This design comes from an exercise in tuning for small area, a short achievable clock period and few clock cycles per item on the open sky130 flow, not from production work.
At most, simulation tests tie the RTL to the original design; equivalence was not proved.
Power and IR drop assume default switching activity.

Setup of old:
## unsigned_to_bcd
module unsigned_to_bcd (
        input  logic clk,
        input  logic reset,           
        input  logic trigger,         
        input  logic [31:0] in,       
        output logic idle,            
        output logic [31:0] bcd       
    );
	localparam int K  = 4;                  
	localparam int L  = 4;                  
	localparam int NS = (32 - L) / K;       
	localparam int CW = 3;                  
	logic [31:0]   acc;
	logic [K-1:0]  chunk;
	logic [CW-1:0] cnt;
	logic          idle_q;
	assign idle = idle_q;
	assign bcd  = acc;
	logic go, hold, busy;
	assign go   = trigger & idle_q;
	assign hold = idle_q & ~trigger;
	assign busy = ~idle_q;
	logic [3:0] s  [0:K][0:7];
	logic       cy [0:K-1][0:7];
	logic [2:0] mm [0:K-1][0:7];
	for (genvar d = 0; d < 8; d++) begin : g_in
		assign s[0][d] = acc[4*d +: 4];
	end
	for (genvar j = 0; j < K; j++) begin : g_step
		for (genvar d = 0; d < 8; d++) begin : g_dig
			dd_cell u_cell (.s(s[j][d]), .c(cy[j][d]), .m(mm[j][d]));
			if (d == 0) begin : g_lsd
				assign s[j+1][d] = {mm[j][d], chunk[K-1-j]};
			end else begin : g_msd
				assign s[j+1][d] = {mm[j][d], cy[j][d-1]};
			end
		end
	end
	logic [31:0] st;
	for (genvar d = 0; d < 8; d++) begin : g_st
		assign st[4*d +: 4] = s[K][d];
	end
	logic       ld_c;
	logic [2:0] ld_m;
	dd_cell u_load (.s({1'b0, in[31:29]}), .c(ld_c), .m(ld_m));
	logic [7:0] ld;
	assign ld = {3'b000, ld_c, ld_m, in[28]};
	logic [31:0] acc_d;
	for (genvar b = 0; b < 32; b++) begin : g_acc
		logic t;
		acc_bit u_bit (.a(acc[b]), .st(st[b]), .hold(hold), .busy(busy), .d(t));
		if (b < 8) begin : g_ld
			assign acc_d[b] = t | (go & ld[b]);
		end else begin : g_nold
			assign acc_d[b] = t;
		end
	end
	logic [K-1:0] chunk_sel;
	always_comb begin
		chunk_sel = in[K-1:0];
		for (int j = 0; j < NS; j++)
			if (cnt == CW'(j)) chunk_sel = in[31 - L - K*j -: K];
	end
	always_ff @(posedge clk) begin
		acc   <= acc_d;
		chunk <= chunk_sel;
		if (reset) begin
			idle_q <= 1'b1;
			cnt    <= '0;
		end else begin
			if (go)
				idle_q <= 1'b0;
			else if (busy && cnt == CW'(NS))
				idle_q <= 1'b1;
			if (go || busy)
				cnt <= (cnt == CW'(NS)) ? '0 : cnt + CW'(1);
		end
	end
endmodule
==> module unsigned_to_bcd, before the edit <==
module unsigned_to_bcd (
        input  logic clk,
        input  logic reset,           
        input  logic trigger,         
        input  logic [31:0] in,       
        output logic idle,            
        output logic [31:0] bcd       
    );
	localparam int K  = 4;                  
	localparam int L  = 4;                  
	localparam int NS = (32 - L) / K;       
	localparam int CW = 3;                  
	logic [31:0]   acc;
	logic [K-1:0]  chunk;
	logic [CW-1:0] cnt;
	logic          idle_q;
	assign idle = idle_q;
	assign bcd  = acc;
	logic go, hold, busy;
	assign go   = trigger & idle_q;
	assign hold = idle_q & ~trigger;
	assign busy = ~idle_q;
	logic [3:0] s  [0:K][0:7];
	logic       cy [0:K-1][0:7];
	logic [2:0] mm [0:K-1][0:7];
	for (genvar d = 0; d < 8; d++) begin : g_in
		assign s[0][d] = acc[4*d +: 4];
	end
	for (genvar j = 0; j < K; j++) begin : g_step
		for (genvar d = 0; d < 8; d++) begin : g_dig
			dd_cell u_cell (.s(s[j][d]), .c(cy[j][d]), .m(mm[j][d]));
			if (d == 0) begin : g_lsd
				assign s[j+1][d] = {mm[j][d], chunk[K-1-j]};
			end else begin : g_msd
				assign s[j+1][d] = {mm[j][d], cy[j][d-1]};
			end
		end
	end
	logic [31:0] st;
	for (genvar d = 0; d < 8; d++) begin : g_st
		assign st[4*d +: 4] = s[K][d];
	end
	logic       ld_c;
	logic [2:0] ld_m;
	dd_cell u_load (.s({1'b0, in[31:29]}), .c(ld_c), .m(ld_m));
	logic [7:0] ld;
	assign ld = {3'b000, ld_c, ld_m, in[28]};
	logic [31:0] acc_d;
	for (genvar b = 0; b < 32; b++) begin : g_acc
		logic t;
		acc_bit u_bit (.a(acc[b]), .st(st[b]), .hold(hold), .busy(busy), .d(t));
		if (b < 8) begin : g_ld
			assign acc_d[b] = t | (go & ld[b]);
		end else begin : g_nold
			assign acc_d[b] = t;
		end
	end
	logic [K-1:0] chunk_sel;
	always_comb begin
		chunk_sel = in[K-1:0];
		for (int j = 0; j < NS; j++)
			if (cnt == CW'(j)) chunk_sel = in[31 - L - K*j -: K];
	end
	always_ff @(posedge clk) begin
		acc   <= acc_d;
		chunk <= chunk_sel;
		if (reset) begin
			idle_q <= 1'b1;
			cnt    <= '0;
		end else begin
			if (go)
				idle_q <= 1'b0;
			else if (busy && cnt == CW'(NS))
				idle_q <= 1'b1;
			if (go || busy)
				cnt <= (cnt == CW'(NS)) ? '0 : cnt + CW'(1);
		end
	end
endmodule
clock: 5.0 ns
lec_check: 0
abc_area: 1
cap_margin: 20
core_margin: 2
core_utilization: 40
setup_slack_margin: 3.1
slew_margin: 20
synth_hierarchical: 1
synth_minimum_keep_size: 0
standard.sh (not shown) runs the stock make flow with config.mk's settings and CLKGATE_MAP_FILE= SYNTH_SCRIPT=/design/flow/synth_recipe.tcl, a recipe that flattens the netlist after the stock synthesis.
==> flow/flow/run.sh <==
#!/bin/bash
# Standard ORFS layout, with plain buffers (instead of the default delay
# buffers) on the input and output ports.
export BUFFER_PORTS_ARGS="-buffer_cell sky130_fd_sc_hd__buf_2"
bash standard.sh > standard.log 2>&1
Testbench counts of old, summed over its fixed seeds: cycles 128,008, items 16,000.
Inputs modified between old and new:
-- flow/design.v --
<<< old, line 29
	localparam int L  = 4;                  
	localparam int NS = (32 - L) / K;       
	localparam int CW = 3;                  
	logic [31:0]   acc;
	logic [K-1:0]  chunk;
	logic [CW-1:0] cnt;
	logic          idle_q;
	assign idle = idle_q;
>>> new, line 29
	localparam int L  = 4;                  
	localparam int NS = (32 - L) / K;       
	logic [31:0]   acc;
	logic [K-1:0]  chunk;
	logic [2:0]    cnt;             
	logic          idle_q;
	assign idle = idle_q;
<<< old, line 75
		end
	end
	logic [K-1:0] chunk_sel;
	always_comb begin
		chunk_sel = in[K-1:0];
		for (int j = 0; j < NS; j++)
			if (cnt == CW'(j)) chunk_sel = in[31 - L - K*j -: K];
	end
	always_ff @(posedge clk) begin
>>> new, line 74
		end
	end
	localparam logic [2:0] S_IDLE = 3'b001;
	logic [2:0] st_next;
	logic       last;
	assign st_next = {cnt[1:0], cnt[2] ^ cnt[1]};
	assign last    = (cnt == S_IDLE);
	logic [K-1:0] chunk_sel;
	always_comb begin
		case (cnt)
			3'b001:  chunk_sel = in[27:24];
			3'b010:  chunk_sel = in[23:20];
			3'b101:  chunk_sel = in[19:16];
			3'b011:  chunk_sel = in[15:12];
			3'b111:  chunk_sel = in[11:8];
			3'b110:  chunk_sel = in[7:4];
			default: chunk_sel = in[3:0];
		endcase
	end
	always_ff @(posedge clk) begin
<<< old, line 86
		if (reset) begin
			idle_q <= 1'b1;
			cnt    <= '0;
		end else begin
			if (go)
				idle_q <= 1'b0;
			else if (busy && cnt == CW'(NS))
				idle_q <= 1'b1;
			if (go || busy)
				cnt <= (cnt == CW'(NS)) ? '0 : cnt + CW'(1);
		end
	end
>>> new, line 96
		if (reset) begin
			idle_q <= 1'b1;
			cnt    <= S_IDLE;
		end else begin
			if (go)
				idle_q <= 1'b0;
			else if (busy && last)
				idle_q <= 1'b1;
			if (go || (busy && !last))
				cnt <= st_next;
		end
	end
Relative to old, new improves worst setup slack. On total power after layout: between old and new, it ends up higher for old. old was larger in final cell area than new. | filler cell count | lower: old |. Relative to old, new improves time the final worst path needs with I/O delays and setup. Comparing old and new, the lower relative area change from synthesis to final layout was measured on new. new has total wire length after detailed routing below what old had. When the final numbers for old and new were put side by side, the internal portion of total power turned out to be smaller in new. new vs old — maximum frequency climbed slightly. Average wire per cell in the routed design of new exceeds that of old slightly. On overall global routing resource usage: between old and new, it ends up lower for new.
Testbench counts of new, summed over its fixed seeds: cycles 128,008, items 16,000.

* * *

branch yarrow:
The RTL this note starts from:
==> flow/design.v <==
module dd_cell (
        input  logic [3:0] s,
        output logic       c,
        output logic [2:0] m
    );
	assign c    = s[3] | (s[2] & (s[1] | s[0]));
	assign m[2] = (s[2] & ~s[1] & ~s[0]) | (s[3] & s[0]);
	assign m[1] = (s[1] & (~s[2] | s[0])) | (s[3] & ~s[0]);
	assign m[0] = (~s[3] & ~s[2] & s[0]) | (s[2] & s[1] & ~s[0]) | (s[3] & ~s[0]);
endmodule
module dd_cell_top (
        input  logic [3:0] s,
        output logic [2:0] m
    );
	assign m[2] = (s[2] & ~s[1] & ~s[0]) | (s[3] & s[0]);
	assign m[1] = (s[1] & (~s[2] | s[0])) | (s[3] & ~s[0]);
	assign m[0] = (~s[3] & ~s[2] & s[0]) | (s[2] & s[1] & ~s[0]) | (s[3] & ~s[0]);
endmodule
module dd_cell_3 (
        input  logic [2:0] s,
        output logic       c,
        output logic [2:0] m
    );
	assign c    = s[2] & (s[1] | s[0]);
	assign m[2] = s[2] & ~s[1] & ~s[0];
	assign m[1] = s[1] & (~s[2] | s[0]);
	assign m[0] = (~s[2] & s[0]) | (s[2] & s[1] & ~s[0]);
endmodule
module acc_bit (
        input  logic a,       
        input  logic st,      
        input  logic hold,    
        input  logic busy,    
        output logic d
    );
	assign d = (a & hold) | (st & busy);
endmodule
module unsigned_to_bcd (
        input  logic clk,
        input  logic reset,           
        input  logic trigger,         
        input  logic [31:0] in,       
        output logic idle,            
        output logic [31:0] bcd       
    );
	localparam int K  = 4;                  
	localparam int L  = 4;                  
	localparam int NS = (32 - L) / K;       
	logic [31:0]   acc;
	logic [K-1:0]  chunk;
	logic [2:0]    cnt;             
	logic          idle_q;
	assign idle = idle_q;
	assign bcd  = acc;
	logic go, hold, busy;
	assign go   = trigger & idle_q;
	assign hold = idle_q & ~trigger;
	assign busy = ~idle_q;
	logic [3:0] s  [0:K][0:7];
	logic       cy [0:K-1][0:7];
	logic [2:0] mm [0:K-1][0:7];
	for (genvar d = 0; d < 8; d++) begin : g_in
		assign s[0][d] = acc[4*d +: 4];
	end
	for (genvar j = 0; j < K; j++) begin : g_step
		for (genvar d = 0; d < 8; d++) begin : g_dig
			if (d == 7) begin : g_top
				dd_cell_top u_cell (.s(s[j][d]), .m(mm[j][d]));
				assign cy[j][d] = 1'b0;    
			end else begin : g_cell
				dd_cell u_cell (.s(s[j][d]), .c(cy[j][d]), .m(mm[j][d]));
			end
			if (d == 0) begin : g_lsd
				assign s[j+1][d] = {mm[j][d], chunk[K-1-j]};
			end else begin : g_msd
				assign s[j+1][d] = {mm[j][d], cy[j][d-1]};
			end
		end
	end
	logic [31:0] st;
	for (genvar d = 0; d < 8; d++) begin : g_st
		assign st[4*d +: 4] = s[K][d];
	end
	logic       ld_c;
	logic [2:0] ld_m;
	dd_cell_3 u_load (.s(in[31:29]), .c(ld_c), .m(ld_m));
	logic [7:0] ld;
	assign ld = {3'b000, ld_c, ld_m, in[28]};
	logic [31:0] acc_d;
	for (genvar b = 0; b < 32; b++) begin : g_acc
		logic t;
		acc_bit u_bit (.a(acc[b]), .st(st[b]), .hold(hold), .busy(busy), .d(t));
		if (b < 8) begin : g_ld
			assign acc_d[b] = t | (go & ld[b]);
		end else begin : g_nold
			assign acc_d[b] = t;
		end
	end
	localparam logic [2:0] S_IDLE = 3'b001;
	logic [2:0] st_next;
	logic       last;
	assign st_next = {cnt[1:0], cnt[2] ^ cnt[1]};
	assign last    = (cnt == S_IDLE);
	logic [K-1:0] chunk_sel;
	always_comb begin
		case (cnt)
			3'b001:  chunk_sel = in[27:24];
			3'b010:  chunk_sel = in[23:20];
			3'b101:  chunk_sel = in[19:16];
			3'b011:  chunk_sel = in[15:12];
			3'b111:  chunk_sel = in[11:8];
			3'b110:  chunk_sel = in[7:4];
			default: chunk_sel = in[3:0];
		endcase
	end
	always_ff @(posedge clk) begin
		acc   <= acc_d;
		chunk <= chunk_sel;
		if (reset) begin
			idle_q <= 1'b1;
			cnt    <= S_IDLE;
		end else begin
			if (go)
				idle_q <= 1'b0;
			else if (busy && last)
				idle_q <= 1'b1;
			if (go || (busy && !last))
				cnt <= st_next;
		end
	end
endmodule
==> flow/config.mk <==
export PLATFORM = sky130hd
export DESIGN_NAME = unsigned_to_bcd
export DESIGN_NICKNAME = unsigned_to_bcd
export VERILOG_FILES = /design/flow/design.v
export SDC_FILE = /design/flow/constraint.sdc
export NUM_CORES = 4
export LEC_CHECK = 0
export ABC_AREA = 1
export CAP_MARGIN = 20
export CORE_MARGIN = 2
export CORE_UTILIZATION = 40
export SETUP_SLACK_MARGIN = 2.9
export SLEW_MARGIN = 20
export SYNTH_HIERARCHICAL = 1
export SYNTH_MINIMUM_KEEP_SIZE = 0
==> flow/constraint.sdc <==
create_clock -name core_clock -period 5.0 [get_ports {clk}]
set_input_delay 1.0000 -clock core_clock [delete_from_list [all_inputs] [get_ports {clk}]]
set_output_delay 1.0000 -clock core_clock [all_outputs]
set_load 0.01 [all_outputs]
==> flow/flow/run.sh <==
#!/bin/bash
# Standard ORFS layout, with plain buffers (instead of the default delay
# buffers) on the input and output ports.
export BUFFER_PORTS_ARGS="-buffer_cell sky130_fd_sc_hd__buf_1"
bash standard.sh > standard.log 2>&1
Testbench counts of branch yarrow, summed over its fixed seeds: cycles 128,008, items 16,000.
## Diff of input files: branch garnet against branch yarrow
--- a/flow/design.v
+++ b/flow/design.v
@@ -45,10 +45,12 @@
     );
 	localparam int K  = 4;                  
 	localparam int L  = 4;                  
 	localparam int NS = (32 - L) / K;       
+	localparam int R  = 1;                  
 	logic [31:0]   acc;
-	logic [K-1:0]  chunk;
+	logic [K-1:R]  chunk_q;         
+	logic [K-1:0]  chunk;           
 	logic [2:0]    cnt;             
 	logic          idle_q;
 	assign idle = idle_q;
 	assign bcd  = acc;
@@ -112,11 +114,24 @@
 			3'b110:  chunk_sel = in[7:4];
 			default: chunk_sel = in[3:0];
 		endcase
 	end
+	logic [K-1:0] chunk_cur;
+	always_comb begin
+		case (cnt)
+			3'b010:  chunk_cur = in[27:24];
+			3'b101:  chunk_cur = in[23:20];
+			3'b011:  chunk_cur = in[19:16];
+			3'b111:  chunk_cur = in[15:12];
+			3'b110:  chunk_cur = in[11:8];
+			3'b100:  chunk_cur = in[7:4];
+			default: chunk_cur = in[3:0];
+		endcase
+	end
+	assign chunk = {chunk_q, chunk_cur[R-1:0]};
 	always_ff @(posedge clk) begin
-		acc   <= acc_d;
-		chunk <= chunk_sel;
+		acc     <= acc_d;
+		chunk_q <= chunk_sel[K-1:R];
 		if (reset) begin
 			idle_q <= 1'b1;
 			cnt    <= S_IDLE;
 		end else begin
Results
Per the comparison of branch garnet with branch yarrow, power share of the sequential group shows a reduction of 0.9 points; detailed-route via count went up by about 1.8%.
Going from branch yarrow to branch garnet, largest stage delay on the critical path flat, routed wire length on met3 increased by about 1.2% relative to the old numbers.
[compare] base=branch yarrow new=branch garnet: global-route wire length before repair has decreased, number of flip-flops and latches saw a decrease, combinational group share of total power has increased.
From branch yarrow to branch garnet the numbers moved as follows: worst hold margin about even; die area comparable; clock power now smaller; critical path depth now sits higher.
branch garnet has less setup slack than branch yarrow.
Only the layout flow was run in branch garnet; the RTL was not checked for function there.

==> what the ideal ports hide <==
In the flow no input, the clock included, has a driving cell. The finished layouts below were timed again as built, in two steps. Step 1 (the two cells are an assumption about what drives the block):
set clk [get_ports {clk}]
set_driving_cell -lib_cell sky130_fd_sc_hd__clkbuf_16 $clk
set_driving_cell -lib_cell sky130_fd_sc_hd__buf_2 [delete_from_list [all_inputs] $clk]
Step 2 moves the port delays by t, midway between the first and last clock arrival at a register: inputs arrive t later, outputs are due t later. That takes back most of the time a late clock gives input paths. Three values: ideal, step 1, step 2; two values: the first two.
| run | t, ns | setup WS [ns] | worst setup path after step 2 | worst data-port slew with drivers (ns) |
|---|---|---|---|---|
| old | 0.318 | 3.133 / 3.103 / 3.166 | input to register | 0.05 |
| new | 0.320 | 3.145 / 3.113 / 3.007 | input to register | 0.04 |
| branch yarrow | 0.321 | 3.061 / 3.029 / 3.080 | input to register | 0.03 |
| branch garnet | 0.312 | 3.055 / 3.043 / 3.055 | register to register | 0.04 |
After both steps every run listed still meets setup and hold. For new, which loses most, drivers alone change the setup slack by -0.032 ns; drivers and shift together by -0.138 ns.
